From an optimization exercise on the open Yosys and OpenROAD flow, aimed at small area, a short achievable clock period and few clock cycles; shortcuts taken in it are not production practice. Only simulation tests tie the RTL to the original design; equivalence was not proved. No activity file was given, so power comes from the tool's default toggle rates.

$ cat design/flow/config.mk
export PLATFORM = sky130hd
export DESIGN_NAME = DATAPATH
export DESIGN_NICKNAME = DATAPATH
export VERILOG_FILES = /design/flow/design.v
export SDC_FILE = /design/flow/constraint.sdc
export NUM_CORES = 4
export LEC_CHECK = 0
export ABC_AREA = 1
export CAP_MARGIN = 20
export CORE_MARGIN = 2
export CORE_UTILIZATION = 60
export SETUP_SLACK_MARGIN = 0.3
export SLEW_MARGIN = 20
export SYNTH_HIERARCHICAL = 1
export SYNTH_MINIMUM_KEEP_SIZE = 0
$ cat design/flow/constraint.sdc
create_clock -name core_clock -period 4.0 [get_ports {clk}]
set_input_delay 0.8000 -clock core_clock [delete_from_list [all_inputs] [get_ports {clk}]]
set_output_delay 0.8000 -clock core_clock [all_outputs]
set_load 0.01 [all_outputs]
$ cat design/flow/design.v
`timescale 1ns / 1ps
module DATAPATH(Product, done, clk, multiplicand, multiplier, start, rst);
output [31:0] Product;
output reg done;
input [16:0] multiplicand;
input [16:0] multiplier;
input clk, start, rst;
wire one1 = multiplier[0] ^ 1'b0;
wire two2 = (multiplier[1] & ~multiplier[0] & ~1'b0) | (~multiplier[1] & multiplier[0] & 1'b0);
wire pp3 = ((one1 & multiplicand[0])) ^ multiplier[1];
wire pp4 = ((one1 & multiplicand[1]) | (two2 & multiplicand[0])) ^ multiplier[1];
wire pp5 = ((one1 & multiplicand[2]) | (two2 & multiplicand[1])) ^ multiplier[1];
wire pp6 = ((one1 & multiplicand[3]) | (two2 & multiplicand[2])) ^ multiplier[1];
wire pp7 = ((one1 & multiplicand[4]) | (two2 & multiplicand[3])) ^ multiplier[1];
wire pp8 = ((one1 & multiplicand[5]) | (two2 & multiplicand[4])) ^ multiplier[1];
wire pp9 = ((one1 & multiplicand[6]) | (two2 & multiplicand[5])) ^ multiplier[1];
wire pp10 = ((one1 & multiplicand[7]) | (two2 & multiplicand[6])) ^ multiplier[1];
wire pp11 = ((one1 & multiplicand[8]) | (two2 & multiplicand[7])) ^ multiplier[1];
wire pp12 = ((one1 & multiplicand[9]) | (two2 & multiplicand[8])) ^ multiplier[1];
wire pp13 = ((one1 & multiplicand[10]) | (two2 & multiplicand[9])) ^ multiplier[1];
wire pp14 = ((one1 & multiplicand[11]) | (two2 & multiplicand[10])) ^ multiplier[1];
wire pp15 = ((one1 & multiplicand[12]) | (two2 & multiplicand[11])) ^ multiplier[1];
wire pp16 = ((one1 & multiplicand[13]) | (two2 & multiplicand[12])) ^ multiplier[1];
wire pp17 = ((one1 & multiplicand[14]) | (two2 & multiplicand[13])) ^ multiplier[1];
wire pp18 = ((one1 & multiplicand[15]) | (two2 & multiplicand[14])) ^ multiplier[1];
wire pp19 = ((two2 & multiplicand[15])) ^ multiplier[1];
wire sn20 = ~multiplier[1];
wire one21 = multiplier[2] ^ multiplier[1];
wire two22 = (multiplier[3] & ~multiplier[2] & ~multiplier[1]) | (~multiplier[3] & multiplier[2] & multiplier[1]);
wire pp23 = ((one21 & multiplicand[0])) ^ multiplier[3];
wire pp24 = ((one21 & multiplicand[1]) | (two22 & multiplicand[0])) ^ multiplier[3];
wire pp25 = ((one21 & multiplicand[2]) | (two22 & multiplicand[1])) ^ multiplier[3];
wire pp26 = ((one21 & multiplicand[3]) | (two22 & multiplicand[2])) ^ multiplier[3];
wire pp27 = ((one21 & multiplicand[4]) | (two22 & multiplicand[3])) ^ multiplier[3];
wire pp28 = ((one21 & multiplicand[5]) | (two22 & multiplicand[4])) ^ multiplier[3];
wire pp29 = ((one21 & multiplicand[6]) | (two22 & multiplicand[5])) ^ multiplier[3];
wire pp30 = ((one21 & multiplicand[7]) | (two22 & multiplicand[6])) ^ multiplier[3];
wire pp31 = ((one21 & multiplicand[8]) | (two22 & multiplicand[7])) ^ multiplier[3];
wire pp32 = ((one21 & multiplicand[9]) | (two22 & multiplicand[8])) ^ multiplier[3];
wire pp33 = ((one21 & multiplicand[10]) | (two22 & multiplicand[9])) ^ multiplier[3];
wire pp34 = ((one21 & multiplicand[11]) | (two22 & multiplicand[10])) ^ multiplier[3];
wire pp35 = ((one21 & multiplicand[12]) | (two22 & multiplicand[11])) ^ multiplier[3];
wire pp36 = ((one21 & multiplicand[13]) | (two22 & multiplicand[12])) ^ multiplier[3];
wire pp37 = ((one21 & multiplicand[14]) | (two22 & multiplicand[13])) ^ multiplier[3];
wire pp38 = ((one21 & multiplicand[15]) | (two22 & multiplicand[14])) ^ multiplier[3];
wire pp39 = ((two22 & multiplicand[15])) ^ multiplier[3];
wire sn40 = ~multiplier[3];
wire one41 = multiplier[4] ^ multiplier[3];
wire two42 = (multiplier[5] & ~multiplier[4] & ~multiplier[3]) | (~multiplier[5] & multiplier[4] & multiplier[3]);
wire pp43 = ((one41 & multiplicand[0])) ^ multiplier[5];
wire pp44 = ((one41 & multiplicand[1]) | (two42 & multiplicand[0])) ^ multiplier[5];
wire pp45 = ((one41 & multiplicand[2]) | (two42 & multiplicand[1])) ^ multiplier[5];
wire pp46 = ((one41 & multiplicand[3]) | (two42 & multiplicand[2])) ^ multiplier[5];
wire pp47 = ((one41 & multiplicand[4]) | (two42 & multiplicand[3])) ^ multiplier[5];
wire pp48 = ((one41 & multiplicand[5]) | (two42 & multiplicand[4])) ^ multiplier[5];
wire pp49 = ((one41 & multiplicand[6]) | (two42 & multiplicand[5])) ^ multiplier[5];
wire pp50 = ((one41 & multiplicand[7]) | (two42 & multiplicand[6])) ^ multiplier[5];
wire pp51 = ((one41 & multiplicand[8]) | (two42 & multiplicand[7])) ^ multiplier[5];
wire pp52 = ((one41 & multiplicand[9]) | (two42 & multiplicand[8])) ^ multiplier[5];
wire pp53 = ((one41 & multiplicand[10]) | (two42 & multiplicand[9])) ^ multiplier[5];
wire pp54 = ((one41 & multiplicand[11]) | (two42 & multiplicand[10])) ^ multiplier[5];
wire pp55 = ((one41 & multiplicand[12]) | (two42 & multiplicand[11])) ^ multiplier[5];
wire pp56 = ((one41 & multiplicand[13]) | (two42 & multiplicand[12])) ^ multiplier[5];
wire pp57 = ((one41 & multiplicand[14]) | (two42 & multiplicand[13])) ^ multiplier[5];
wire pp58 = ((one41 & multiplicand[15]) | (two42 & multiplicand[14])) ^ multiplier[5];
wire pp59 = ((two42 & multiplicand[15])) ^ multiplier[5];
wire sn60 = ~multiplier[5];
wire one61 = multiplier[6] ^ multiplier[5];
wire two62 = (multiplier[7] & ~multiplier[6] & ~multiplier[5]) | (~multiplier[7] & multiplier[6] & multiplier[5]);
wire pp63 = ((one61 & multiplicand[0])) ^ multiplier[7];
wire pp64 = ((one61 & multiplicand[1]) | (two62 & multiplicand[0])) ^ multiplier[7];
wire pp65 = ((one61 & multiplicand[2]) | (two62 & multiplicand[1])) ^ multiplier[7];
wire pp66 = ((one61 & multiplicand[3]) | (two62 & multiplicand[2])) ^ multiplier[7];
wire pp67 = ((one61 & multiplicand[4]) | (two62 & multiplicand[3])) ^ multiplier[7];
wire pp68 = ((one61 & multiplicand[5]) | (two62 & multiplicand[4])) ^ multiplier[7];
wire pp69 = ((one61 & multiplicand[6]) | (two62 & multiplicand[5])) ^ multiplier[7];
wire pp70 = ((one61 & multiplicand[7]) | (two62 & multiplicand[6])) ^ multiplier[7];
wire pp71 = ((one61 & multiplicand[8]) | (two62 & multiplicand[7])) ^ multiplier[7];
wire pp72 = ((one61 & multiplicand[9]) | (two62 & multiplicand[8])) ^ multiplier[7];
wire pp73 = ((one61 & multiplicand[10]) | (two62 & multiplicand[9])) ^ multiplier[7];
wire pp74 = ((one61 & multiplicand[11]) | (two62 & multiplicand[10])) ^ multiplier[7];
wire pp75 = ((one61 & multiplicand[12]) | (two62 & multiplicand[11])) ^ multiplier[7];
wire pp76 = ((one61 & multiplicand[13]) | (two62 & multiplicand[12])) ^ multiplier[7];
wire pp77 = ((one61 & multiplicand[14]) | (two62 & multiplicand[13])) ^ multiplier[7];
wire pp78 = ((one61 & multiplicand[15]) | (two62 & multiplicand[14])) ^ multiplier[7];
wire pp79 = ((two62 & multiplicand[15])) ^ multiplier[7];
wire sn80 = ~multiplier[7];
wire one81 = multiplier[8] ^ multiplier[7];
wire two82 = (multiplier[9] & ~multiplier[8] & ~multiplier[7]) | (~multiplier[9] & multiplier[8] & multiplier[7]);
wire pp83 = ((one81 & multiplicand[0])) ^ multiplier[9];
wire pp84 = ((one81 & multiplicand[1]) | (two82 & multiplicand[0])) ^ multiplier[9];
wire pp85 = ((one81 & multiplicand[2]) | (two82 & multiplicand[1])) ^ multiplier[9];
wire pp86 = ((one81 & multiplicand[3]) | (two82 & multiplicand[2])) ^ multiplier[9];
wire pp87 = ((one81 & multiplicand[4]) | (two82 & multiplicand[3])) ^ multiplier[9];
wire pp88 = ((one81 & multiplicand[5]) | (two82 & multiplicand[4])) ^ multiplier[9];
wire pp89 = ((one81 & multiplicand[6]) | (two82 & multiplicand[5])) ^ multiplier[9];
wire pp90 = ((one81 & multiplicand[7]) | (two82 & multiplicand[6])) ^ multiplier[9];
wire pp91 = ((one81 & multiplicand[8]) | (two82 & multiplicand[7])) ^ multiplier[9];
wire pp92 = ((one81 & multiplicand[9]) | (two82 & multiplicand[8])) ^ multiplier[9];
wire pp93 = ((one81 & multiplicand[10]) | (two82 & multiplicand[9])) ^ multiplier[9];
wire pp94 = ((one81 & multiplicand[11]) | (two82 & multiplicand[10])) ^ multiplier[9];
wire pp95 = ((one81 & multiplicand[12]) | (two82 & multiplicand[11])) ^ multiplier[9];
wire pp96 = ((one81 & multiplicand[13]) | (two82 & multiplicand[12])) ^ multiplier[9];
wire pp97 = ((one81 & multiplicand[14]) | (two82 & multiplicand[13])) ^ multiplier[9];
wire pp98 = ((one81 & multiplicand[15]) | (two82 & multiplicand[14])) ^ multiplier[9];
wire pp99 = ((two82 & multiplicand[15])) ^ multiplier[9];
wire sn100 = ~multiplier[9];
wire one101 = multiplier[10] ^ multiplier[9];
wire two102 = (multiplier[11] & ~multiplier[10] & ~multiplier[9]) | (~multiplier[11] & multiplier[10] & multiplier[9]);
wire pp103 = ((one101 & multiplicand[0])) ^ multiplier[11];
wire pp104 = ((one101 & multiplicand[1]) | (two102 & multiplicand[0])) ^ multiplier[11];
wire pp105 = ((one101 & multiplicand[2]) | (two102 & multiplicand[1])) ^ multiplier[11];
wire pp106 = ((one101 & multiplicand[3]) | (two102 & multiplicand[2])) ^ multiplier[11];
wire pp107 = ((one101 & multiplicand[4]) | (two102 & multiplicand[3])) ^ multiplier[11];
wire pp108 = ((one101 & multiplicand[5]) | (two102 & multiplicand[4])) ^ multiplier[11];
wire pp109 = ((one101 & multiplicand[6]) | (two102 & multiplicand[5])) ^ multiplier[11];
wire pp110 = ((one101 & multiplicand[7]) | (two102 & multiplicand[6])) ^ multiplier[11];
wire pp111 = ((one101 & multiplicand[8]) | (two102 & multiplicand[7])) ^ multiplier[11];
wire pp112 = ((one101 & multiplicand[9]) | (two102 & multiplicand[8])) ^ multiplier[11];
wire pp113 = ((one101 & multiplicand[10]) | (two102 & multiplicand[9])) ^ multiplier[11];
wire pp114 = ((one101 & multiplicand[11]) | (two102 & multiplicand[10])) ^ multiplier[11];
wire pp115 = ((one101 & multiplicand[12]) | (two102 & multiplicand[11])) ^ multiplier[11];
wire pp116 = ((one101 & multiplicand[13]) | (two102 & multiplicand[12])) ^ multiplier[11];
wire pp117 = ((one101 & multiplicand[14]) | (two102 & multiplicand[13])) ^ multiplier[11];
wire pp118 = ((one101 & multiplicand[15]) | (two102 & multiplicand[14])) ^ multiplier[11];
wire pp119 = ((two102 & multiplicand[15])) ^ multiplier[11];
wire sn120 = ~multiplier[11];
wire one121 = multiplier[12] ^ multiplier[11];
wire two122 = (multiplier[13] & ~multiplier[12] & ~multiplier[11]) | (~multiplier[13] & multiplier[12] & multiplier[11]);
wire pp123 = ((one121 & multiplicand[0])) ^ multiplier[13];
wire pp124 = ((one121 & multiplicand[1]) | (two122 & multiplicand[0])) ^ multiplier[13];
wire pp125 = ((one121 & multiplicand[2]) | (two122 & multiplicand[1])) ^ multiplier[13];
wire pp126 = ((one121 & multiplicand[3]) | (two122 & multiplicand[2])) ^ multiplier[13];
wire pp127 = ((one121 & multiplicand[4]) | (two122 & multiplicand[3])) ^ multiplier[13];
wire pp128 = ((one121 & multiplicand[5]) | (two122 & multiplicand[4])) ^ multiplier[13];
wire pp129 = ((one121 & multiplicand[6]) | (two122 & multiplicand[5])) ^ multiplier[13];
wire pp130 = ((one121 & multiplicand[7]) | (two122 & multiplicand[6])) ^ multiplier[13];
wire pp131 = ((one121 & multiplicand[8]) | (two122 & multiplicand[7])) ^ multiplier[13];
wire pp132 = ((one121 & multiplicand[9]) | (two122 & multiplicand[8])) ^ multiplier[13];
wire pp133 = ((one121 & multiplicand[10]) | (two122 & multiplicand[9])) ^ multiplier[13];
wire pp134 = ((one121 & multiplicand[11]) | (two122 & multiplicand[10])) ^ multiplier[13];
wire pp135 = ((one121 & multiplicand[12]) | (two122 & multiplicand[11])) ^ multiplier[13];
wire pp136 = ((one121 & multiplicand[13]) | (two122 & multiplicand[12])) ^ multiplier[13];
wire pp137 = ((one121 & multiplicand[14]) | (two122 & multiplicand[13])) ^ multiplier[13];
wire pp138 = ((one121 & multiplicand[15]) | (two122 & multiplicand[14])) ^ multiplier[13];
wire pp139 = ((two122 & multiplicand[15])) ^ multiplier[13];
wire sn140 = ~multiplier[13];
wire one141 = multiplier[14] ^ multiplier[13];
wire two142 = (multiplier[15] & ~multiplier[14] & ~multiplier[13]) | (~multiplier[15] & multiplier[14] & multiplier[13]);
wire pp143 = ((one141 & multiplicand[0])) ^ multiplier[15];
wire pp144 = ((one141 & multiplicand[1]) | (two142 & multiplicand[0])) ^ multiplier[15];
wire pp145 = ((one141 & multiplicand[2]) | (two142 & multiplicand[1])) ^ multiplier[15];
wire pp146 = ((one141 & multiplicand[3]) | (two142 & multiplicand[2])) ^ multiplier[15];
wire pp147 = ((one141 & multiplicand[4]) | (two142 & multiplicand[3])) ^ multiplier[15];
wire pp148 = ((one141 & multiplicand[5]) | (two142 & multiplicand[4])) ^ multiplier[15];
wire pp149 = ((one141 & multiplicand[6]) | (two142 & multiplicand[5])) ^ multiplier[15];
wire pp150 = ((one141 & multiplicand[7]) | (two142 & multiplicand[6])) ^ multiplier[15];
wire pp151 = ((one141 & multiplicand[8]) | (two142 & multiplicand[7])) ^ multiplier[15];
wire pp152 = ((one141 & multiplicand[9]) | (two142 & multiplicand[8])) ^ multiplier[15];
wire pp153 = ((one141 & multiplicand[10]) | (two142 & multiplicand[9])) ^ multiplier[15];
wire pp154 = ((one141 & multiplicand[11]) | (two142 & multiplicand[10])) ^ multiplier[15];
wire pp155 = ((one141 & multiplicand[12]) | (two142 & multiplicand[11])) ^ multiplier[15];
wire pp156 = ((one141 & multiplicand[13]) | (two142 & multiplicand[12])) ^ multiplier[15];
wire pp157 = ((one141 & multiplicand[14]) | (two142 & multiplicand[13])) ^ multiplier[15];
wire pp158 = ((one141 & multiplicand[15]) | (two142 & multiplicand[14])) ^ multiplier[15];
wire pp159 = ((two142 & multiplicand[15])) ^ multiplier[15];
wire sn160 = ~multiplier[15];
wire pp161 = multiplicand[0] & multiplier[15];
wire pp162 = multiplicand[1] & multiplier[15];
wire pp163 = multiplicand[2] & multiplier[15];
wire pp164 = multiplicand[3] & multiplier[15];
wire pp165 = multiplicand[4] & multiplier[15];
wire pp166 = multiplicand[5] & multiplier[15];
wire pp167 = multiplicand[6] & multiplier[15];
wire pp168 = multiplicand[7] & multiplier[15];
wire pp169 = multiplicand[8] & multiplier[15];
wire pp170 = multiplicand[9] & multiplier[15];
wire pp171 = multiplicand[10] & multiplier[15];
wire pp172 = multiplicand[11] & multiplier[15];
wire pp173 = multiplicand[12] & multiplier[15];
wire pp174 = multiplicand[13] & multiplier[15];
wire pp175 = multiplicand[14] & multiplier[15];
wire pp176 = multiplicand[15] & multiplier[15];
wire s177, c178;
HA2 u_s177 (.a(multiplier[11]), .b(pp13), .s(s177), .co(c178));
wire s179, c180;
HA2 u_s179 (.a(pp14), .b(pp32), .s(s179), .co(c180));
wire s181, c182;
FA3 u_s181 (.a(multiplier[13]), .b(pp15), .c(pp33), .s(s181), .co(c182));
wire s183, c184;
FA3 u_s183 (.a(pp16), .b(pp34), .c(pp52), .s(s183), .co(c184));
wire s185, c186;
FA3 u_s185 (.a(multiplier[15]), .b(pp17), .c(pp35), .s(s185), .co(c186));
wire s187, c188;
HA2 u_s187 (.a(pp53), .b(pp71), .s(s187), .co(c188));
wire s189, c190;
FA3 u_s189 (.a(pp18), .b(pp36), .c(pp54), .s(s189), .co(c190));
wire s191, c192;
HA2 u_s191 (.a(pp72), .b(pp90), .s(s191), .co(c192));
wire s193, c194;
FA3 u_s193 (.a(pp161), .b(pp19), .c(pp37), .s(s193), .co(c194));
wire s195, c196;
FA3 u_s195 (.a(pp55), .b(pp73), .c(pp91), .s(s195), .co(c196));
wire s197, c198;
FA3 u_s197 (.a(multiplier[1]), .b(pp162), .c(pp38), .s(s197), .co(c198));
wire s199, c200;
FA3 u_s199 (.a(pp56), .b(pp74), .c(pp92), .s(s199), .co(c200));
wire s201, c202;
FA3 u_s201 (.a(multiplier[1]), .b(pp163), .c(pp39), .s(s201), .co(c202));
wire s203, c204;
FA3 u_s203 (.a(pp57), .b(pp75), .c(pp93), .s(s203), .co(c204));
wire s205, c206;
FA3 u_s205 (.a(sn20), .b(sn40), .c(pp164), .s(s205), .co(c206));
wire s207, c208;
FA3 u_s207 (.a(pp58), .b(pp76), .c(pp94), .s(s207), .co(c208));
wire s209 = ~(pp165 ^ pp59);
wire c210 = pp165 | pp59;
wire s211, c212;
HA2 u_s211 (.a(pp77), .b(pp95), .s(s211), .co(c212));
wire s213, c214;
FA3 u_s213 (.a(sn60), .b(pp166), .c(pp78), .s(s213), .co(c214));
wire s215 = ~(pp167 ^ pp79);
wire c216 = pp167 | pp79;
wire s217, c218;
HA2 u_s217 (.a(sn80), .b(pp168), .s(s217), .co(c218));
wire s219, c220;
HA2 u_s219 (.a(1'b1), .b(pp169), .s(s219), .co(c220));
wire s221, c222;
HA2 u_s221 (.a(multiplier[7]), .b(pp9), .s(s221), .co(c222));
wire s223, c224;
HA2 u_s223 (.a(pp10), .b(pp28), .s(s223), .co(c224));
wire s225, c226;
FA3 u_s225 (.a(multiplier[9]), .b(pp11), .c(pp29), .s(s225), .co(c226));
wire s227, c228;
FA3 u_s227 (.a(pp12), .b(pp30), .c(pp48), .s(s227), .co(c228));
wire s229, c230;
FA3 u_s229 (.a(pp31), .b(pp49), .c(pp67), .s(s229), .co(c230));
wire s231, c232;
FA3 u_s231 (.a(pp50), .b(pp68), .c(pp86), .s(s231), .co(c232));
wire s233, c234;
FA3 u_s233 (.a(pp51), .b(pp69), .c(pp87), .s(s233), .co(c234));
wire s235, c236;
HA2 u_s235 (.a(pp105), .b(pp123), .s(s235), .co(c236));
wire s237, c238;
FA3 u_s237 (.a(pp70), .b(pp88), .c(pp106), .s(s237), .co(c238));
wire s239, c240;
HA2 u_s239 (.a(pp124), .b(c182), .s(s239), .co(c240));
wire s241, c242;
FA3 u_s241 (.a(pp89), .b(pp107), .c(pp125), .s(s241), .co(c242));
wire s243, c244;
FA3 u_s243 (.a(pp143), .b(s187), .c(c184), .s(s243), .co(c244));
wire s245, c246;
FA3 u_s245 (.a(pp108), .b(pp126), .c(pp144), .s(s245), .co(c246));
wire s247, c248;
FA3 u_s247 (.a(c188), .b(s191), .c(c186), .s(s247), .co(c248));
wire s249, c250;
FA3 u_s249 (.a(pp109), .b(pp127), .c(pp145), .s(s249), .co(c250));
wire s251, c252;
FA3 u_s251 (.a(c192), .b(c190), .c(s193), .s(s251), .co(c252));
wire s253, c254;
FA3 u_s253 (.a(pp110), .b(pp128), .c(pp146), .s(s253), .co(c254));
wire s255, c256;
FA3 u_s255 (.a(c194), .b(c196), .c(s197), .s(s255), .co(c256));
wire s257, c258;
FA3 u_s257 (.a(pp111), .b(pp129), .c(pp147), .s(s257), .co(c258));
wire s259, c260;
FA3 u_s259 (.a(c198), .b(c200), .c(s201), .s(s259), .co(c260));
wire s261, c262;
FA3 u_s261 (.a(pp112), .b(pp130), .c(pp148), .s(s261), .co(c262));
wire s263, c264;
FA3 u_s263 (.a(s205), .b(c202), .c(c204), .s(s263), .co(c264));
wire s265, c266;
FA3 u_s265 (.a(pp113), .b(pp131), .c(pp149), .s(s265), .co(c266));
wire s267, c268;
FA3 u_s267 (.a(c206), .b(s211), .c(c208), .s(s267), .co(c268));
wire s269, c270;
FA3 u_s269 (.a(pp96), .b(pp114), .c(pp132), .s(s269), .co(c270));
wire s271, c272;
FA3 u_s271 (.a(pp150), .b(c212), .c(c210), .s(s271), .co(c272));
wire s273, c274;
FA3 u_s273 (.a(pp97), .b(pp115), .c(pp133), .s(s273), .co(c274));
wire s275, c276;
HA2 u_s275 (.a(pp151), .b(c214), .s(s275), .co(c276));
wire s277, c278;
FA3 u_s277 (.a(s217), .b(pp98), .c(pp116), .s(s277), .co(c278));
wire s279, c280;
HA2 u_s279 (.a(pp134), .b(pp152), .s(s279), .co(c280));
wire s281, c282;
FA3 u_s281 (.a(c218), .b(s219), .c(pp99), .s(s281), .co(c282));
wire s283, c284;
HA2 u_s283 (.a(pp117), .b(pp135), .s(s283), .co(c284));
wire s285, c286;
FA3 u_s285 (.a(sn100), .b(pp170), .c(c220), .s(s285), .co(c286));
wire s287, c288;
HA2 u_s287 (.a(pp118), .b(pp136), .s(s287), .co(c288));
wire s289 = ~(pp171 ^ pp119);
wire c290 = pp171 | pp119;
wire s291, c292;
HA2 u_s291 (.a(sn120), .b(pp172), .s(s291), .co(c292));
wire s293, c294;
HA2 u_s293 (.a(1'b1), .b(pp173), .s(s293), .co(c294));
wire s295, c296;
HA2 u_s295 (.a(multiplier[5]), .b(pp7), .s(s295), .co(c296));
wire s297, c298;
HA2 u_s297 (.a(pp8), .b(pp26), .s(s297), .co(c298));
wire s299, c300;
FA3 u_s299 (.a(pp27), .b(pp45), .c(pp63), .s(s299), .co(c300));
wire s301, c302;
FA3 u_s301 (.a(pp46), .b(pp64), .c(c222), .s(s301), .co(c302));
wire s303, c304;
FA3 u_s303 (.a(pp47), .b(pp65), .c(pp83), .s(s303), .co(c304));
wire s305, c306;
FA3 u_s305 (.a(pp66), .b(pp84), .c(c226), .s(s305), .co(c306));
wire s307, c308;
FA3 u_s307 (.a(pp85), .b(pp103), .c(s177), .s(s307), .co(c308));
wire s309, c310;
FA3 u_s309 (.a(pp104), .b(c178), .c(s179), .s(s309), .co(c310));
wire s311, c312;
FA3 u_s311 (.a(c180), .b(s235), .c(c232), .s(s311), .co(c312));
wire s313, c314;
FA3 u_s313 (.a(c236), .b(c234), .c(s237), .s(s313), .co(c314));
wire s315, c316;
FA3 u_s315 (.a(c238), .b(s241), .c(s185), .s(s315), .co(c316));
wire s317, c318;
FA3 u_s317 (.a(c242), .b(s245), .c(s189), .s(s317), .co(c318));
wire s319, c320;
FA3 u_s319 (.a(c246), .b(s249), .c(s195), .s(s319), .co(c320));
wire s321, c322;
FA3 u_s321 (.a(c250), .b(s253), .c(s199), .s(s321), .co(c322));
wire s323, c324;
FA3 u_s323 (.a(c254), .b(s257), .c(s203), .s(s323), .co(c324));
wire s325, c326;
FA3 u_s325 (.a(c258), .b(s261), .c(s207), .s(s325), .co(c326));
wire s327, c328;
FA3 u_s327 (.a(c262), .b(s265), .c(s209), .s(s327), .co(c328));
wire s329, c330;
FA3 u_s329 (.a(c266), .b(s269), .c(s213), .s(s329), .co(c330));
wire s331, c332;
FA3 u_s331 (.a(c270), .b(s273), .c(s215), .s(s331), .co(c332));
wire s333, c334;
FA3 u_s333 (.a(s279), .b(c216), .c(c274), .s(s333), .co(c334));
wire s335, c336;
FA3 u_s335 (.a(pp153), .b(c280), .c(s283), .s(s335), .co(c336));
wire s337, c338;
FA3 u_s337 (.a(pp154), .b(c284), .c(s287), .s(s337), .co(c338));
wire s339, c340;
FA3 u_s339 (.a(pp137), .b(pp155), .c(c288), .s(s339), .co(c340));
wire s341, c342;
FA3 u_s341 (.a(s291), .b(pp138), .c(pp156), .s(s341), .co(c342));
wire s343, c344;
FA3 u_s343 (.a(c292), .b(s293), .c(pp139), .s(s343), .co(c344));
wire s345, c346;
FA3 u_s345 (.a(sn140), .b(pp174), .c(c294), .s(s345), .co(c346));
wire s347, c348;
HA2 u_s347 (.a(1'b1), .b(pp175), .s(s347), .co(c348));
wire s349, c350;
HA2 u_s349 (.a(multiplier[3]), .b(pp5), .s(s349), .co(c350));
wire s351, c352;
HA2 u_s351 (.a(pp6), .b(pp24), .s(s351), .co(c352));
wire s353, c354;
FA3 u_s353 (.a(pp25), .b(pp43), .c(s295), .s(s353), .co(c354));
wire s355, c356;
FA3 u_s355 (.a(pp44), .b(c296), .c(s297), .s(s355), .co(c356));
wire s357, c358;
FA3 u_s357 (.a(c298), .b(s221), .c(s299), .s(s357), .co(c358));
wire s359, c360;
FA3 u_s359 (.a(s223), .b(c300), .c(s301), .s(s359), .co(c360));
wire s361, c362;
FA3 u_s361 (.a(c224), .b(s303), .c(s225), .s(s361), .co(c362));
wire s363, c364;
FA3 u_s363 (.a(c304), .b(s227), .c(s305), .s(s363), .co(c364));
wire s365, c366;
FA3 u_s365 (.a(c228), .b(s229), .c(s307), .s(s365), .co(c366));
wire s367, c368;
FA3 u_s367 (.a(c230), .b(s231), .c(c308), .s(s367), .co(c368));
wire s369, c370;
FA3 u_s369 (.a(s233), .b(s181), .c(c310), .s(s369), .co(c370));
wire s371, c372;
FA3 u_s371 (.a(s183), .b(s239), .c(c312), .s(s371), .co(c372));
wire s373, c374;
FA3 u_s373 (.a(c240), .b(c314), .c(s243), .s(s373), .co(c374));
wire s375, c376;
FA3 u_s375 (.a(c244), .b(c316), .c(s247), .s(s375), .co(c376));
wire s377, c378;
FA3 u_s377 (.a(c248), .b(c318), .c(s319), .s(s377), .co(c378));
wire s379, c380;
FA3 u_s379 (.a(c252), .b(c320), .c(s321), .s(s379), .co(c380));
wire s381, c382;
FA3 u_s381 (.a(c256), .b(c322), .c(s323), .s(s381), .co(c382));
wire s383, c384;
FA3 u_s383 (.a(c260), .b(c324), .c(s263), .s(s383), .co(c384));
wire s385, c386;
FA3 u_s385 (.a(c264), .b(c326), .c(s267), .s(s385), .co(c386));
wire s387, c388;
FA3 u_s387 (.a(c268), .b(c328), .c(s271), .s(s387), .co(c388));
wire s389, c390;
FA3 u_s389 (.a(s275), .b(c272), .c(c330), .s(s389), .co(c390));
wire s391, c392;
FA3 u_s391 (.a(s277), .b(c276), .c(c332), .s(s391), .co(c392));
wire s393, c394;
FA3 u_s393 (.a(c278), .b(s281), .c(s335), .s(s393), .co(c394));
wire s395, c396;
FA3 u_s395 (.a(s285), .b(c282), .c(c336), .s(s395), .co(c396));
wire s397, c398;
FA3 u_s397 (.a(c286), .b(s289), .c(c338), .s(s397), .co(c398));
wire s399, c400;
FA3 u_s399 (.a(c290), .b(s341), .c(c340), .s(s399), .co(c400));
wire s401, c402;
FA3 u_s401 (.a(pp157), .b(c342), .c(s343), .s(s401), .co(c402));
wire s403, c404;
FA3 u_s403 (.a(pp158), .b(s345), .c(c344), .s(s403), .co(c404));
wire s405, c406;
FA3 u_s405 (.a(s347), .b(pp159), .c(c346), .s(s405), .co(c406));
wire s407, c408;
FA3 u_s407 (.a(sn160), .b(pp176), .c(c348), .s(s407), .co(c408));
wire s409, c410;
HA2 u_s409 (.a(c302), .b(s361), .s(s409), .co(c410));
wire s411, c412;
HA2 u_s411 (.a(c362), .b(c410), .s(s411), .co(c412));
wire s413, c414;
FA3 u_s413 (.a(c306), .b(s365), .c(c364), .s(s413), .co(c414));
wire s415, c416;
FA3 u_s415 (.a(s309), .b(s367), .c(c366), .s(s415), .co(c416));
wire s417, c418;
FA3 u_s417 (.a(s311), .b(c368), .c(s369), .s(s417), .co(c418));
wire s419, c420;
FA3 u_s419 (.a(s313), .b(c370), .c(s371), .s(s419), .co(c420));
wire s421, c422;
FA3 u_s421 (.a(s315), .b(c372), .c(s373), .s(s421), .co(c422));
wire s423, c424;
FA3 u_s423 (.a(s317), .b(c374), .c(s375), .s(s423), .co(c424));
wire s425, c426;
FA3 u_s425 (.a(s251), .b(c376), .c(s377), .s(s425), .co(c426));
wire s427, c428;
FA3 u_s427 (.a(s255), .b(c378), .c(s379), .s(s427), .co(c428));
wire s429, c430;
FA3 u_s429 (.a(s259), .b(c380), .c(s381), .s(s429), .co(c430));
wire s431, c432;
FA3 u_s431 (.a(s325), .b(c382), .c(s383), .s(s431), .co(c432));
wire s433, c434;
FA3 u_s433 (.a(s327), .b(c384), .c(s385), .s(s433), .co(c434));
wire s435, c436;
FA3 u_s435 (.a(s329), .b(c386), .c(s387), .s(s435), .co(c436));
wire s437, c438;
FA3 u_s437 (.a(s331), .b(c388), .c(s389), .s(s437), .co(c438));
wire s439, c440;
FA3 u_s439 (.a(s333), .b(c390), .c(s391), .s(s439), .co(c440));
wire s441, c442;
FA3 u_s441 (.a(c334), .b(s393), .c(c392), .s(s441), .co(c442));
wire s443, c444;
FA3 u_s443 (.a(s337), .b(s395), .c(c394), .s(s443), .co(c444));
wire s445, c446;
FA3 u_s445 (.a(s339), .b(c396), .c(s397), .s(s445), .co(c446));
wire s447, c448;
HA2 u_s447 (.a(c398), .b(s399), .s(s447), .co(c448));
wire s449, c450;
HA2 u_s449 (.a(s401), .b(c400), .s(s449), .co(c450));
wire s451, c452;
HA2 u_s451 (.a(c402), .b(s403), .s(s451), .co(c452));
wire s453, c454;
HA2 u_s453 (.a(s405), .b(c404), .s(s453), .co(c454));
wire s455, c456;
HA2 u_s455 (.a(s407), .b(c406), .s(s455), .co(c456));
wire [31:0] row_s = {s455, s453, s451, s449, s447, c444, s443, s441, c438, c436, c434, c432, c430, c428, c426, c424, c422, c420, c418, c416, s415, c412, s363, c360, c358, c356, c354, c352, c350, pp23, pp4, multiplier[1]};
wire [31:0] row_c = {c454, c452, c450, c448, c446, s445, c442, c440, s439, s437, s435, s433, s431, s429, s427, s425, s423, s421, s419, s417, c414, s413, s411, s409, s359, s357, s355, s353, s351, s349, 1'b0, pp3};
reg [31:0] acc_s, acc_c;
always @(posedge clk)
 if (start) begin
  acc_s <= row_s;
  acc_c <= row_c;
 end
wire g457, p458;
HA2 u_g457 (.a(acc_s[0]), .b(acc_c[0]), .s(p458), .co(g457));
wire g459, p460;
HA2 u_g459 (.a(acc_s[2]), .b(acc_c[2]), .s(p460), .co(g459));
wire g461, p462;
HA2 u_g461 (.a(acc_s[3]), .b(acc_c[3]), .s(p462), .co(g461));
wire g463, p464;
HA2 u_g463 (.a(acc_s[4]), .b(acc_c[4]), .s(p464), .co(g463));
wire g465, p466;
HA2 u_g465 (.a(acc_s[5]), .b(acc_c[5]), .s(p466), .co(g465));
wire g467, p468;
HA2 u_g467 (.a(acc_s[6]), .b(acc_c[6]), .s(p468), .co(g467));
wire g469, p470;
HA2 u_g469 (.a(acc_s[7]), .b(acc_c[7]), .s(p470), .co(g469));
wire g471, p472;
HA2 u_g471 (.a(acc_s[8]), .b(acc_c[8]), .s(p472), .co(g471));
wire g473, p474;
HA2 u_g473 (.a(acc_s[9]), .b(acc_c[9]), .s(p474), .co(g473));
wire g475, p476;
HA2 u_g475 (.a(acc_s[10]), .b(acc_c[10]), .s(p476), .co(g475));
wire g477, p478;
HA2 u_g477 (.a(acc_s[11]), .b(acc_c[11]), .s(p478), .co(g477));
wire g479, p480;
HA2 u_g479 (.a(acc_s[12]), .b(acc_c[12]), .s(p480), .co(g479));
wire g481, p482;
HA2 u_g481 (.a(acc_s[13]), .b(acc_c[13]), .s(p482), .co(g481));
wire g483, p484;
HA2 u_g483 (.a(acc_s[14]), .b(acc_c[14]), .s(p484), .co(g483));
wire g485, p486;
HA2 u_g485 (.a(acc_s[15]), .b(acc_c[15]), .s(p486), .co(g485));
wire g487, p488;
HA2 u_g487 (.a(acc_s[16]), .b(acc_c[16]), .s(p488), .co(g487));
wire g489, p490;
HA2 u_g489 (.a(acc_s[17]), .b(acc_c[17]), .s(p490), .co(g489));
wire g491, p492;
HA2 u_g491 (.a(acc_s[18]), .b(acc_c[18]), .s(p492), .co(g491));
wire g493, p494;
HA2 u_g493 (.a(acc_s[19]), .b(acc_c[19]), .s(p494), .co(g493));
wire g495, p496;
HA2 u_g495 (.a(acc_s[20]), .b(acc_c[20]), .s(p496), .co(g495));
wire g497, p498;
HA2 u_g497 (.a(acc_s[21]), .b(acc_c[21]), .s(p498), .co(g497));
wire g499, p500;
HA2 u_g499 (.a(acc_s[22]), .b(acc_c[22]), .s(p500), .co(g499));
wire g501, p502;
HA2 u_g501 (.a(acc_s[23]), .b(acc_c[23]), .s(p502), .co(g501));
wire g503, p504;
HA2 u_g503 (.a(acc_s[24]), .b(acc_c[24]), .s(p504), .co(g503));
wire g505, p506;
HA2 u_g505 (.a(acc_s[25]), .b(acc_c[25]), .s(p506), .co(g505));
wire g507, p508;
HA2 u_g507 (.a(acc_s[26]), .b(acc_c[26]), .s(p508), .co(g507));
wire g509, p510;
HA2 u_g509 (.a(acc_s[27]), .b(acc_c[27]), .s(p510), .co(g509));
wire g511, p512;
HA2 u_g511 (.a(acc_s[28]), .b(acc_c[28]), .s(p512), .co(g511));
wire g513, p514;
HA2 u_g513 (.a(acc_s[29]), .b(acc_c[29]), .s(p514), .co(g513));
wire g515, p516;
HA2 u_g515 (.a(acc_s[30]), .b(acc_c[30]), .s(p516), .co(g515));
wire g517, p518;
HA2 u_g517 (.a(acc_s[31]), .b(acc_c[31]), .s(p518), .co(g517));
wire q519 = acc_s[1] & g457;
wire q520 = acc_s[1] & p458;
wire q521 = (p462 & g459) | g461;
wire q522 = p462 & p460;
wire q523 = (p466 & g463) | g465;
wire q524 = p466 & p464;
wire q525 = (p470 & g467) | g469;
wire q526 = p470 & p468;
wire q527 = (p474 & g471) | g473;
wire q528 = p474 & p472;
wire q529 = (p478 & g475) | g477;
wire q530 = p478 & p476;
wire q531 = (p482 & g479) | g481;
wire q532 = p482 & p480;
wire q533 = (p486 & g483) | g485;
wire q534 = p486 & p484;
wire q535 = (p490 & g487) | g489;
wire q536 = p490 & p488;
wire q537 = (p494 & g491) | g493;
wire q538 = p494 & p492;
wire q539 = (p498 & g495) | g497;
wire q540 = p498 & p496;
wire q541 = (p502 & g499) | g501;
wire q542 = p502 & p500;
wire q543 = (p506 & g503) | g505;
wire q544 = p506 & p504;
wire q545 = (p510 & g507) | g509;
wire q546 = p510 & p508;
wire q547 = (p514 & g511) | g513;
wire q548 = p514 & p512;
wire q549 = (p518 & g515) | g517;
wire q550 = p518 & p516;
wire q551 = (q522 & q519) | q521;
wire q552 = q522 & q520;
wire q553 = (q526 & q523) | q525;
wire q554 = q526 & q524;
wire q555 = (q530 & q527) | q529;
wire q556 = q530 & q528;
wire q557 = (q534 & q531) | q533;
wire q558 = q534 & q532;
wire q559 = (q538 & q535) | q537;
wire q560 = q538 & q536;
wire q561 = (q542 & q539) | q541;
wire q562 = q542 & q540;
wire q563 = (q546 & q543) | q545;
wire q564 = q546 & q544;
wire q565 = (q550 & q547) | q549;
wire q566 = q550 & q548;
wire q567 = (q554 & q551) | q553;
wire q568 = q554 & q552;
wire q569 = (q558 & q555) | q557;
wire q570 = q558 & q556;
wire q571 = (q562 & q559) | q561;
wire q572 = q562 & q560;
wire q573 = (q566 & q563) | q565;
wire q574 = q566 & q564;
wire q575 = (q570 & q567) | q569;
wire q576 = q570 & q568;
wire q577 = (q574 & q571) | q573;
wire q578 = q574 & q572;
wire q579 = (q578 & q575) | q577;
wire q580 = q578 & q576;
wire q581 = (q572 & q575) | q571;
wire q582 = q572 & q576;
wire q583 = (q556 & q567) | q555;
wire q584 = q556 & q568;
wire q585 = (q560 & q575) | q559;
wire q586 = q560 & q576;
wire q587 = (q564 & q581) | q563;
wire q588 = q564 & q582;
wire q589 = (q524 & q551) | q523;
wire q590 = q524 & q552;
wire q591 = (q528 & q567) | q527;
wire q592 = q528 & q568;
wire q593 = (q532 & q583) | q531;
wire q594 = q532 & q584;
wire q595 = (q536 & q575) | q535;
wire q596 = q536 & q576;
wire q597 = (q540 & q585) | q539;
wire q598 = q540 & q586;
wire q599 = (q544 & q581) | q543;
wire q600 = q544 & q582;
wire q601 = (q548 & q587) | q547;
wire q602 = q548 & q588;
wire q603 = (p460 & q519) | g459;
wire q604 = p460 & q520;
wire q605 = (p464 & q551) | g463;
wire q606 = p464 & q552;
wire q607 = (p468 & q589) | g467;
wire q608 = p468 & q590;
wire q609 = (p472 & q567) | g471;
wire q610 = p472 & q568;
wire q611 = (p476 & q591) | g475;
wire q612 = p476 & q592;
wire q613 = (p480 & q583) | g479;
wire q614 = p480 & q584;
wire q615 = (p484 & q593) | g483;
wire q616 = p484 & q594;
wire q617 = (p488 & q575) | g487;
wire q618 = p488 & q576;
wire q619 = (p492 & q595) | g491;
wire q620 = p492 & q596;
wire q621 = (p496 & q585) | g495;
wire q622 = p496 & q586;
wire q623 = (p500 & q597) | g499;
wire q624 = p500 & q598;
wire q625 = (p504 & q581) | g503;
wire q626 = p504 & q582;
wire q627 = (p508 & q599) | g507;
wire q628 = p508 & q600;
wire q629 = (p512 & q587) | g511;
wire q630 = p512 & q588;
wire q631 = (p516 & q601) | g515;
wire q632 = p516 & q602;
wire q633 = acc_s[1] ^ g457;
wire q634 = p460 ^ q519;
wire q635 = p462 ^ q603;
wire q636 = p464 ^ q551;
wire q637 = p466 ^ q605;
wire q638 = p468 ^ q589;
wire q639 = p470 ^ q607;
wire q640 = p472 ^ q567;
wire q641 = p474 ^ q609;
wire q642 = p476 ^ q591;
wire q643 = p478 ^ q611;
wire q644 = p480 ^ q583;
wire q645 = p482 ^ q613;
wire q646 = p484 ^ q593;
wire q647 = p486 ^ q615;
wire q648 = p488 ^ q575;
wire q649 = p490 ^ q617;
wire q650 = p492 ^ q595;
wire q651 = p494 ^ q619;
wire q652 = p496 ^ q585;
wire q653 = p498 ^ q621;
wire q654 = p500 ^ q597;
wire q655 = p502 ^ q623;
wire q656 = p504 ^ q581;
wire q657 = p506 ^ q625;
wire q658 = p508 ^ q599;
wire q659 = p510 ^ q627;
wire q660 = p512 ^ q587;
wire q661 = p514 ^ q629;
wire q662 = p516 ^ q601;
wire q663 = p518 ^ q631;
assign Product = {q663, q662, q661, q660, q659, q658, q657, q656, q655, q654, q653, q652, q651, q650, q649, q648, q647, q646, q645, q644, q643, q642, q641, q640, q639, q638, q637, q636, q635, q634, q633, p458};
always @(posedge clk)
 if (rst)
  done <= 1'b0;
 else
  done <= start;
endmodule
module FA3(a, b, c, s, co);
input a, b, c;
output s, co;
assign s = a ^ b ^ c;
assign co = (a & b) | (a & c) | (b & c);
endmodule
module BSEL(one, two, neg, a0, a1, pp);
input one, two, neg, a0, a1;
output pp;
assign pp = ((one & a0) | (two & a1)) ^ neg;
endmodule
module AO21(a, b, c, y);
input a, b, c;
output y;
assign y = (a & b) | c;
endmodule
module HA2(a, b, s, co);
input a, b;
output s, co;
assign s = a ^ b;
assign co = a & b;
endmodule
$ cat design/flow/flow/run.sh
#!/bin/bash
# Standard layout, with plain buffers (instead of delay buffers) on the ports.
set -euo pipefail
export BUFFER_PORTS_ARGS="-buffer_cell sky130_fd_sc_hd__buf_2"
bash standard.sh > standard.log 2>&1
$ cat design/flow/standard.sh
#!/bin/bash
# synth_recipe.tcl (not shown) runs the flow's synth.tcl, then flattens the netlist and writes it again
# the make line also repeats each setting of config.mk as NAME=value (left out here)
make -C /OpenROAD-flow-scripts/flow DESIGN_CONFIG=/design/flow/config.mk WORK_HOME=/design/flow/orfs CLKGATE_MAP_FILE= SYNTH_SCRIPT=/design/flow/synth_recipe.tcl "${@:-finish}"
==> results of run 1 <==
-- final cells by class --
type | instances | area, um^2
repair buffers | 133 | 926
fillers | 1128 | 4460
inverters | 75 | 305
clock inverters | 7 | 71.3
flip-flops and latches | 64 | 1910
multi-input cells | 618 | 6230
repair inverters | 1 | 7.51
clock buffers | 9 | 225
well taps | 184 | 230
-- per-module statistics from Yosys (local to each module, per instance) --
| module | flops+latches | cell area [um^2] |
|---|---|---|
| HA2 | 0 | 12.5 |
| DATAPATH | 64 | 5820 |
| FA3 | 0 | 20.0 |
-- repair_timing --
action | CTS | global route
cloned | 0 | 1
pin swaps | 0 | 17
resized for setup | 3 | 53
setup endpoints to repair | 4 | 20
buffers inserted | 0 | 6
hold endpoints to repair | 0 | 0
-- through the flow --
step	TNS [ps]	utilization [%]	std cells	area [um^2]	setup slack (ps)
after floorplan	0	-	840	8790	285
after global placement	-4.41	64.9	1068	9330	-4.41
after detailed placement	-384	64.9	1068	9330	-94.4
after CTS	0	67.0	1084	9630	301
after global routing	0	69.0	1091	9910	224
final	0	69.0	1091	9910	306
-- metal layers --
metal  vias up  GRT usage (%)  wire length, um
li1       2933              -                -
met1      3186           38.8             9190
met2       210           48.0            10700
met3        36           3.69             1050
met4         0           10.9              576
met5         -              0                0
-- registers in the layout, indices dropped and copies added (netlist names) --
signal,cells
acc_s,32
acc_c,31
done,1
-- cells by family after synthesis --
| kind of cell | count (synthesis) |
|---|---|
| adders and majority gates | 187 |
| buffers and inverters | 158 |
| other | 1 |
| xor gates and xnor gates | 143 |
| AOI/OAI and AO/OA | 154 |
| DFF | 64 |
| and+or+nand+nor | 131 |
-- cell usage after synthesis, drive strengths merged --
library cell / instances / area share [%]
xor2: 129 / 13
xnor2: 14 / 1.4
inv: 73 / 3.1
o21bai: 1 / 0.086
conb: 1 / 0.043
nand2: 77 / 3.5
a31o: 3 / 0.30
edfxtp: 63 / 22
clkbuf: 13 / 0.56
a22oi: 1 / 0.086
o21ai: 10 / 0.57
dfxtp: 1 / 0.23
ha: 79 / 11
nor3: 1 / 0.057
nand3: 10 / 0.63
a21o: 2 / 0.17
or2: 1 / 0.072
nand4: 2 / 0.14
fa: 108 / 25
a21oi: 17 / 1.5
nor2: 40 / 2.2
clkinv: 2 / 0.086
buf: 70 / 5.7
o22ai: 120 / 8.9
-- where the power goes --
group          switching (mW)  internal, mW  total (mW)
clock                   0.310         0.482       0.792
combinational            2.38          1.96        4.35
sequential             0.0870          1.24        1.33
-- cells in the final DEF, fill, tap and decap left out, types with 3 or more instances in the layout --
cell type / instances
o21ai_0: 8
o22ai_2: 15
xor2_1: 125
a21oi_1: 10
fa_1: 105
xnor2_1: 14
nor2_1: 24
clkbuf_16: 9
a31o_2: 3
inv_4: 4
nand2_1: 63
inv_1: 65
ha_1: 79
nor2_2: 6
a21oi_2: 4
buf_2: 64
xor2_2: 4
edfxtp_1: 63
buf_12: 7
o22ai_1: 103
nand2_2: 11
nand3_1: 9
conb_1: 3
nand2_4: 3
inv_2: 3
fa_2: 3
buf_4: 61
nor2_4: 10
a21oi_4: 3
clkinv_1: 3
clkinvlp_4: 3
-- worst min-delay path by stage --
stage	startpoint	to	slack, ps	depth (start not counted)
floorplan	rst	done	870	1
global placement	rst	done	960	2
detailed placement	rst	done	960	2
CTS	rst	done	590	2
global route	rst	done	600	2
finish	rst	done	600	2
==> summary.txt, run 1 <==
- Dividing the detail-routed via count by the number of cells gives 5.83.
- The critical path runs through a total of 11 cells.
- The top achievable clock speed is 0.271 GHz.
- The slowest stage of the critical path is the fa_1 cell.
- In this run the number of H-tree levels came out at 3.
- The clock sink count is 64.
- In this run the standard cell core region covers 14,400 um^2.
- The detailed-route wire length is 21,600 um.
- Setup repair after global routing could not meet its margin everywhere.
- Data arrives at the worst endpoint at 3780 ps.
- Among cell families on the critical path, the largest total delay comes from adder cells.
- After floorplanning, the core was divided into 44 placement rows.
- The first global-routing pass estimated 34,900 um of wire.
- Of all nets on the critical path, the largest fanout is 10.
- The initial antenna violation count came to 0.
- From bottom edge to top edge, the die measures 125 um.
- The total number of nets in the final design is 1,126.
- For this run the aggregate overflow at the end of global routing stands at 0.
- The final-report hold violation count is 0.
- The number of max-cap violations is 0.
- The total power density per cell area is 653 nW/um^2.
- After clock tree synthesis, the clock-pin slew on the worst setup and hold paths is 60 ps.
- The detail route stage leaves a number of antenna-violating nets equal to 0.
- STA classifies the critical path endpoint as a register.
- The most repeated library cell on the critical path is fa_1.
- TritonCTS built the clock tree.
- The flow ran to the end and the layout has no timing, DRC or antenna violations.
- The routability-driven placement congestion ratio is 0.939.
- The signal on the critical path passes through clkbuf_4 > nand2_2 > inv_1 > nor2_4 > inv_4 > o22ai_1 > xor2_1 > fa_1 > fa_1 > fa_1 > fa_1.
- In this run, post-CTS hold repair placed 0 buffers.
- The cell chosen for the clock root is clkbuf_16.
- The total buffers and inverters traversed by the critical path is 3.
- At the pin with the least slew margin, the transition time is 804 ps.
- The post-route netlist has 24.7% of its cells at a drive strength greater than 1.
- The combinational family with the most area after synthesis is adder cells.
- Final hold analysis gives a worst-case slack of 602 ps.
- The synthesized netlist devotes 11.6% of its cell area to compound gates.
- The width of the die is 125 um.
- In this run the tightest slew margin relative to its limit is 46.4%.
- The number of diodes is 0.
- In this run the cell area of the synthesized design comes to 8730 um^2.
- The largest stage delay on the critical path is 510 ps.
- Following the worst setup path forward leads to its endpoint at acc_c[17].
- Once the floorplan was initialized, standard cells occupied 60.8% of the core.
- Global routing used 28.8% of the available tracks across all layers.
- The final count of negative-setup-slack endpoints is 0.
- The kind of start point of the critical path is a primary input.
- The final route contains 6,365 vias.
- The estimated wirelength of the detail-placed design is 16,900 um.
- The synthesized netlist devotes 6.62% of its cell area to simple gates.
- IR analysis of the VDD net gives a maximum drop of 0.000527 V.
- The pin count of the biggest net entering global routing is 34.
- After Yosys synthesis, full adders, half adders and majority gates account for 36.1% of the synthesized area.
- The first-pass iteration count of the detailed router is 5.
- The final number of max-transition violations is 0.
- The sum of internal, switching and leakage power is 6.47 mW.
- The die outline area is 15,500 um^2.
- The worst path uses 92.4% of the clock period.
- The mean instance size in the synthesized netlist is 10.4 um^2.
- The fraction of the yosys area taken by sequential cells is 21.9%.
- The total of flip-flops plus latches after synthesis is 64.
- After the first detailed-routing iteration, the DRC count stood at 457.
- In the routed design, unresolved DRC markers number 0.
- The synthesized netlist devotes 14.3% of its cell area to XOR and XNOR gates.
- In this run the tool buffered the top-level ports with 67 buffer cells.
- The worst setup path is of the in -> reg kind.
- Multiplexer cells account for 0% of the synthesized area.
- The final routed wire length divided by cell count is 19.8 um.
- The area growth from synthesis to final layout is 13.5%.
- The maximum clock insertion buffer count is 2.
- The path class of the tightest hold or removal check is in -> reg.
- The endpoint required time on the critical path is 4080 ps.
- The count of distinct cell types in the synthesized netlist is 36.
- Counting the buffers created by CTS gives 9.
- In the synthesized netlist, the number of instances is 838.
- The count of boundary I/O pins is 70.
- Yosys printed 7 warnings.
- The number of global-route vias before repair was 6,877.
- After layout, the minimum clock period comes to 3690 ps.
- For this design the static power due to leakage is 4.46 nW.
- The launch point of the critical path is multiplier[7].
Testbench counts, summed over its fixed seeds: cycles 2,400.
==> run 2: changes to the inputs <==
--- a/design/flow/config.mk
+++ b/design/flow/config.mk
@@ -11,3 +11,2 @@
 export CORE_UTILIZATION = 60
-export SETUP_SLACK_MARGIN = 0.3
 export SLEW_MARGIN = 20
==> run 2 against run 1 <==
- still clean
- cell count shrank 0.64%
- global-route usage down 0.99 points
- combinational power shrank 3%
- sequential power about the same
- cell area shrank 3.9%
- hold slack improved by 6.6 ps
- core utilization decreased by 2.7 points
- sequential share of layout area increased by 0.78 points
- non-clock buffer count fell by 6
- critical path type unchanged
==> summary.txt, run 2 <==
- The core area is 14,400 um^2.
- The detailed-route wire length is 20,600 um.
- Summed over all layers, the global routing overflow is 0.
- The area share of the leading cell type in the synthesized netlist is 24.8%.
- The critical path arrival is 3880 ps.
- The capturing element type of the critical path is a register.
- The most frequent standard cell in the layout excluding fill and tap cells is xor2_1.
- The die height is 125 um.
- By count the netlist is led by xor2_1, o22ai_1, fa_1.
- The area growth from synthesis to final layout is 9.05%.
- In the final routed layout, each cell accounts on average for 19.0 um.
- The count of boundary I/O pins is 70.
- The flip-flop count of the largest register, all copies and words added is 32.
- After the flow finishes, the layout carries non-filler instances totaling 1,084.
- The slew at the pin closest to its max-slew limit is 632 ps.
- The number of flops mapped to enable cells by yosys is 63.
- In the final design database the tool counted 1,119 nets.
- The DRC marker count from the first detailed-route iteration is 563.
- The die is 125 um wide.
- The critical path contains buffers and inverters numbering 2 combined.
- The most used flip-flop cell after synthesis is edfxtp_1.
- The final number of max-transition violations came to 0.
- After clock tree synthesis, the clock-pin slew on the worst setup and hold paths is 60 ps.
- Counting flops per register, the top entry is acc_s.
- Walking the worst path, the cells encountered are buf_2 > nor2_1 > nand2_1 > o21ai_1 > inv_1 > o22ai_1 > xor2_1 > fa_1 > fa_1 > fa_1 > fa_1.
- The endpoint required time on the critical path is 4080 ps.
- The setup slack at placement is -62.9 ps.
- The number of antenna diodes in the final layout is 0.
- Counting the fill cells in the layout gives 1,141.
- The largest registers in the layout are acc_s: 32 flops, acc_c: 31 flops, done: 1 flops.
- Once the floorplan was initialized, standard cells occupied 60.8% of the core.
- The clock sink count is 64.
- Derived from the worst setup path, the maximum achievable clock frequency is 0.263 GHz.
- After layout, the minimum clock period comes to 3800 ps.
- The flow ran to the end and the layout has no timing, DRC or antenna violations.
- The slowest stage of the critical path belongs to the cell fa_1.
- Post-CTS timing repair inserted 0 buffers for setup.
- The number of buffers added to fix hold violations after cts is 0.
- The largest stage delay on the critical path is 510 ps.
- The TritonCTS clock tree is done.
- In this run, placement finished with an instance count of 1,068.
- Global routing consumed, over all layers together, 27.8% of the routing resources.
- The initialized floorplan defines 44 standard-cell rows.
- The via-per-instance ratio is 5.80.
- The H-tree depth is 3.
- The worst setup path is launched from a primary input.
- The initial antenna violation count came to 0.
- The post-place instance area is 9250 um^2.
- Dividing total power by cell area gives a power density of 657 nW/um^2.
- Sorting the synthesized cells by area gives the leading types as fa_1, edfxtp_1, xor2_1, ha_1, o22ai_1.
- The mean instance size in the synthesized netlist is 10.4 um^2.
- The post-detailed-route count of antenna-violating nets is 0.
- The number of max-cap violations is 0.
- The count of distinct cell types in the synthesized netlist is 36.
- Summed over all instances, the cell type with the most area after synthesis is fa_1.
- Setup repair after global routing left no endpoint under its margin.
- The headroom to the max-slew limit is 57.8%.
- Broken down by cell family, the worst path's largest delay share belongs to adder cells.
- The largest fanout of any net on the critical path is 13.
- The final-report hold violation count is 0.
- After layout, the worst path uses 95.0% of the clock period.
- The maximum clock insertion buffer count is 2.
- Summing all non-filler instances in the final layout gives an area of 9520 um^2.
- In the layout the commonest cells are xor2_1, o22ai_1, fa_1, ha_1, nand2_1.
- The most common cell in the synthesized netlist is xor2_1.
- Measured on the finished design, the core utilization comes to 66.3%.
- The worst-case IR drop observed on VDD is 0.000497 V.
- The number of cells produced by synthesis is 838.
- The post-synthesis instance area is 8730 um^2.
- In this run, post-CTS repair resized a total of 0 instances.
- After detailed routing, the number of remaining DRC violations is 0.
- For this run, asynchronously set or reset flops after synthesis account for 0%.
- The tree is rooted in a clkbuf_16.
- The proportion of layout cells with a drive suffix above 1 is 19.7%.
- The first-pass GRT wire length is 34,000 um.
- The die outline area is 15,500 um^2.
- For this run, the number of Yosys warnings is 7.
- The number of global-route vias before repair is 6,725.
- The class of the worst hold path is in -> reg.
- The routed layout has 6,287 vias.
- The first-pass iteration count of the detailed router is 6.
- The total of flip-flops plus latches after synthesis is 64.
- Input and output buffers added on the ports amount to 67.
- The class of the most critical setup path is in -> reg.
- The routability-driven placement congestion ratio is 0.935.
- Setup violations remaining at the end of the flow were counted as 0.
- The sum of internal, switching and leakage power is 6.26 mW.
- The most repeated library cell on the critical path is fa_1.
- Of the synthesized area, sequential elements account for 21.9%.
- The estimated wirelength of the detail-placed design is 16,400 um.
- The total CTS buffers is 9.
- The standby leakage power is 4.34 nW.
- Entering global routing, the biggest net connects 40 pins.
- The final worst-path setup slack is 201 ps.
run 2: kinds of logic after synthesis:
family	count (synthesis)	synth area share, %
other	1	0.0429
adder cells (fa/ha/maj)	187	36.1
AO/OA/AOI/OAI	154	11.6
buffers and inverters	158	9.44
AND/OR/NAND/NOR	131	6.62
XOR/XNOR	143	14.3
flip-flops	64	21.9
run 2: power breakdown:
part	switching, mW	total [mW]	internal [mW]
clock network	0.311	0.729	0.417
logic	2.32	4.20	1.89
registers	0.0828	1.33	1.24
run 2: Yosys stat by module (local to each module, per instance):
module	area, um^2	flip-flops and latches	cells	times used
FA3	20.0	0	1	108
HA2	12.5	0	1	60
DATAPATH	5820	64	670	1
run 2: metal layers:
metal | vias up | wire, um | GRT usage (%)
met5 | - | 0 | 0
met4 | 0 | 541 | 9.39
met3 | 45 | 1040 | 4.42
met2 | 206 | 10200 | 47.0
met1 | 3116 | 8820 | 36.9
li1 | 2920 | - | -
run 2: worst paths after layout:
path	from	end	slack (ps)	depth (start not counted)
max	multiplier[9]	acc_c[17]	200	11
min	rst	done	610	2
run 2: cell type report:
class,count,area (um^2),share of cell area (%)
repair buffers,127,823,8.64
inverters,75,282,2.96
clock buffers,9,225,2.36
flip-flops and latches,64,1910,20.1
multi-input cells,618,6000,63.0
well taps,184,230,2.42
clock inverters,7,47.5,0.499
run 2: metrics by stage:
step	hold slack (ps)	setup TNS, ps
2_1_floorplan	871	0
3_3_place_gp	957	-9.09
3_5_place_dp	964	-261
4_1_cts	602	0
5_1_grt	608	0
6_report	608	0
==> run 3: changes to the inputs <==
--- a/design/flow/config.mk
+++ b/design/flow/config.mk
@@ -7,3 +7,3 @@
 export LEC_CHECK = 0
-export ABC_AREA = 1
+export ABC_AREA = 0
 export CAP_MARGIN = 20
==> run 3 against run 2 <==
- worst setup slack worse by 110 ps
- critical endpoint is now acc_c[20]
- critical path depth down 1
- cell area up 29%
- global-route usage up 3.8 points
- flip-flop and latch count unchanged
- fmax down 2.9%
- still clean
- die area up 23%
- clock power up 15%
- combinational power up 5.0%
- wire length up 48%
- highest routed layer unchanged
- sequential share of layout area down 4.6 points
- synthesized area up 24%
==> summary.txt, run 3 <==
- The DRC marker count from the first detailed-route iteration is 899.
- Measured against its own limit, the worst slew margin works out to 37.5%.
- In the routed design, unresolved DRC markers number 0.
- The TritonCTS clock tree is done.
- The cell type contributing the most total cell area after synthesis is fa_1.
- Dividing the detail-routed wire length by the instance count gives 19.0 um.
- The worst-case vdd ir drop is 0.000718 V.
- The die height is 138 um.
- The flip-flop count of the largest register, all copies and words added is 32.
- After layout, the worst path uses 97.8% of the clock period.
- Summed over its instances, the top area cell type makes up 20.0% of the synthesized netlist area.
- The worst setup path is launched from a primary input.
- The final count of negative-setup-slack endpoints is 0.
- The maximum clock insertion buffer count is 2.
- The library cell used most frequently in the layout, excluding fill and tap cells, is nand2_1.
- Global routing finished with a remaining overflow of 0.
- After the last flow step, the layout net total stands at 1,589.
- The endpoint required time on the critical path is 4070 ps.
- The count of buffers added on input and output ports is 67.
- 0 antenna diodes ended up in the layout.
- CTS saw 64 sinks.
- During synthesis, Yosys emitted a total of 7 warnings.
- The starting density of the core is 60.7%.
- The first-pass iteration count of the detailed router is 7.
- The core region is 17,800 um^2.
- Pin placement for this block handled 70 I/O pins.
- The register with the most flip-flops is acc_s.
- The total CTS buffers is 9.
- By area the synthesized netlist is led by fa_1, edfxtp_1, ha_1, a21oi_1, nand2_1.
- The first-pass GRT wire length is 48,100 um.
- Counting flops with a built-in enable in the synthesized netlist gives 63.
- The number of cells produced by synthesis is 1,280.
- Of all flip-flops after synthesis, the portion carrying an async set or reset was 0%.
- The number of standard cells in the final layout excluding fillers is 1,599.
- The number of max-cap violations is 0.
- The largest registers in the layout are acc_s: 32 flops, acc_c: 31 flops, done: 1 flops.
- The fraction of the yosys area taken by sequential cells is 17.7%.
- The critical path starts at multiplier[5].
- The cell chosen for the clock root is clkbuf_16.
- The class of the most critical setup path is in -> reg.
- Leaving out fill and tap cells, the most frequent cells in the layout are nand2_1, buf_4, a21oi_1, fa_1, nor2_1.
- For the pin with the worst max-slew slack, the measured transition is 937 ps.
- The share of the core filled with cells is 69.3%.
- In this run the worst path has a maximum fanout of 10.
- The proportion of layout cells with a drive suffix above 1 is 20.5%.
- The run finished with no timing, DRC or antenna violations.
- The count of distinct cell types in the synthesized netlist is 51.
- The total number of vias is 9,639.
- The commonest cells after synthesis are nand2_1, a21oi_1, fa_1.
- The most common cell in the synthesized netlist is nand2_1.
- Detailed placement finished with a half-perimeter wire length of 23,900 um.
- From left edge to right edge, the die measures 138 um.
- At the end of routability-driven placement, the weighted congestion stood at 0.994.
- The launch instance of the worst min-delay path is rst.
- In this run the number of H-tree levels came out at 3.
- The count of standard-cell rows is 49.
- The number of global-route vias before repair was 8,741.
- The clock period minus worst slack is 3910 ps.
- The number of instances in the placed design is 1,583.
- Relative to the synthesized area, the layout overhead comes to 14.3%.
- After detailed routing, the number of vias per cell comes to 6.03.
- The total power density per cell area is 528 nW/um^2.
- Along the worst hold path, the cell count comes to 2.
- The die outline area is 19,100 um^2.
- Counting flops and latches in the post-synthesis netlist gives 64.
- The final number of max-transition violations is 0.
- The register clock-pin slew on the reported worst setup and hold paths is 50 ps.
- STA classifies the critical path endpoint as a register.
- In this run the worst hold path is classified as in -> reg.
- The final-report hold violation count is 0.
- The initial antenna violation count is 0.
- For this run, the leading register cell type out of synthesis is edfxtp_1.
- The post-synthesis instance area is 10,800 um^2.
- At the worst endpoint, the arrival time is 3980 ps.
- The analysis attributes to cell leakage a power of 5.15 nW.
- Across every metal layer, demand over resource in global routing totals 31.6%.
- The pin count of the biggest net entering global routing is 66.
- Static timing analysis puts the maximum clock frequency at 0.256 GHz.
- The count of nets left with antenna violations once routing finished came out at 0.
- The mean instance size in the synthesized netlist is 8.43 um^2.
- Setup repair after global routing left no endpoint under its margin.
- The detailed-route wire length is 30,400 um.
[run 3: changes by cell type in the layout (fill, tap and decap cells not counted), sizes merged, moves of 68 or more]
cell	change
buf	+118
a21oi	+140
nor2	+68
xor2	-122
nand2	+121
o22ai	-75
[run 3: worst paths after layout]
check / to
max: acc_c[20]
min: done
[run 3: kinds of logic (layout without fill, tap and decap cells)]
logic type,count (synthesis),in the layout,synth area share (%)
and+or+nand+nor,392,392,15.6
AOI/OAI and AO/OA,362,362,21.8
adders and majority gates,226,226,32.8
buffers and inverters,193,281,8.50
DFF,64,64,17.7
xor gates and xnor gates,30,30,2.44
muxes,12,12,1.11
other,1,3,0.0348
[run 3: metal layers]
metal	GRT usage [%]	wire, um
met1	49.5	14100
met2	47.6	13200
met3	3.81	2630
met4	6.77	531
met5	0	0
[run 3: critical path, stage by stage]
cell and delay, ps:
buf_2 120, buf_4 150, xor2_1 160, and2_1 300
a221oi_1 390, buf_4 180, fa_1 440, fa_1 400
fa_1 590, fa_1 430
[run 3: final cells by class]
class	count	area, um^2
inverters	20	75.1
clock inverters	5	80.1
clock buffers	11	243
repair buffers	245	1750
multi-input cells	1025	7990
fillers	1477	5450
flip-flops and latches	64	1910
well taps	229	287
[run 3: modules after synthesis (local to each module, per instance)]
module	flip-flops and latches	times used	cells	area (um^2)
FA3	0	108	1	20.0
DATAPATH	64	1	1112	7880
HA2	0	60	1	12.5
[run 3: power breakdown]
part	switching [mW]	internal, mW	total [mW]
Combinational	2.42	1.99	4.41
Sequential	0.0856	1.18	1.27
Clock	0.274	0.561	0.835
Total	2.78	3.73	6.51
[run 3: what timing repair did]
action	in CTS	in global routing
buffers inserted	0	0
resized for setup	0	4
setup endpoints to repair	0	17
hold buffers	0	0
[run 3: per-stage QoR]
| step | hold slack [ps] | instance area [um^2] | power (mW) | setup WS [ps] | setup TNS, ps |
|---|---|---|---|---|---|
| after floorplan | 872 | 10800 | 4.81 | 105 | 0 |
| after CTS | 615 | 12300 | 6.53 | 3.76 | 0 |
| after detailed placement | 958 | 12000 | 5.61 | -330 | -4690 |
| after global routing | 630 | 12300 | 7.12 | 11.9 | 0 |
| final | 623 | 12300 | 6.51 | 89.0 | 0 |
| after global placement | 954 | 12000 | 5.48 | -235 | -3440 |

==> port drivers added, routing unchanged <==
The flow's constraints put no driver on any port. The routed layouts listed below were extracted and timed again, unchanged, in two steps. Step 1 (the two cells are an assumption about what drives the block):
set clk [get_ports {clk}]
set_driving_cell -lib_cell sky130_fd_sc_hd__clkbuf_16 $clk
set_driving_cell -lib_cell sky130_fd_sc_hd__buf_2 [delete_from_list [all_inputs] $clk]
Step 2 also shifts input and output timing later by t, the mid clock arrival at the registers, as if the neighbouring blocks saw the same clock. Slacks: no drivers / after step 1 / after step 2; pairs: no drivers / after step 1.
| run | t (ns) | slack for setup (ns) | worst setup path at the end | worst slew at a driven data input, ns |
|---|---|---|---|---|
| run 1 | 0.385 | 0.306 / 0.313 / -0.072 | input to register | 0.04 |
| run 2 | 0.382 | 0.201 / 0.223 / -0.159 | input to register | 0.04 |
| run 3 | 0.355 | 0.089 / 0.086 / -0.269 | input to register | 0.04 |
With both steps, setup timing fails in every run listed, where it was met with ideal ports. The setup slack of run 1, which loses most, moves by +0.007 ns with the drivers and by -0.378 ns with both steps.
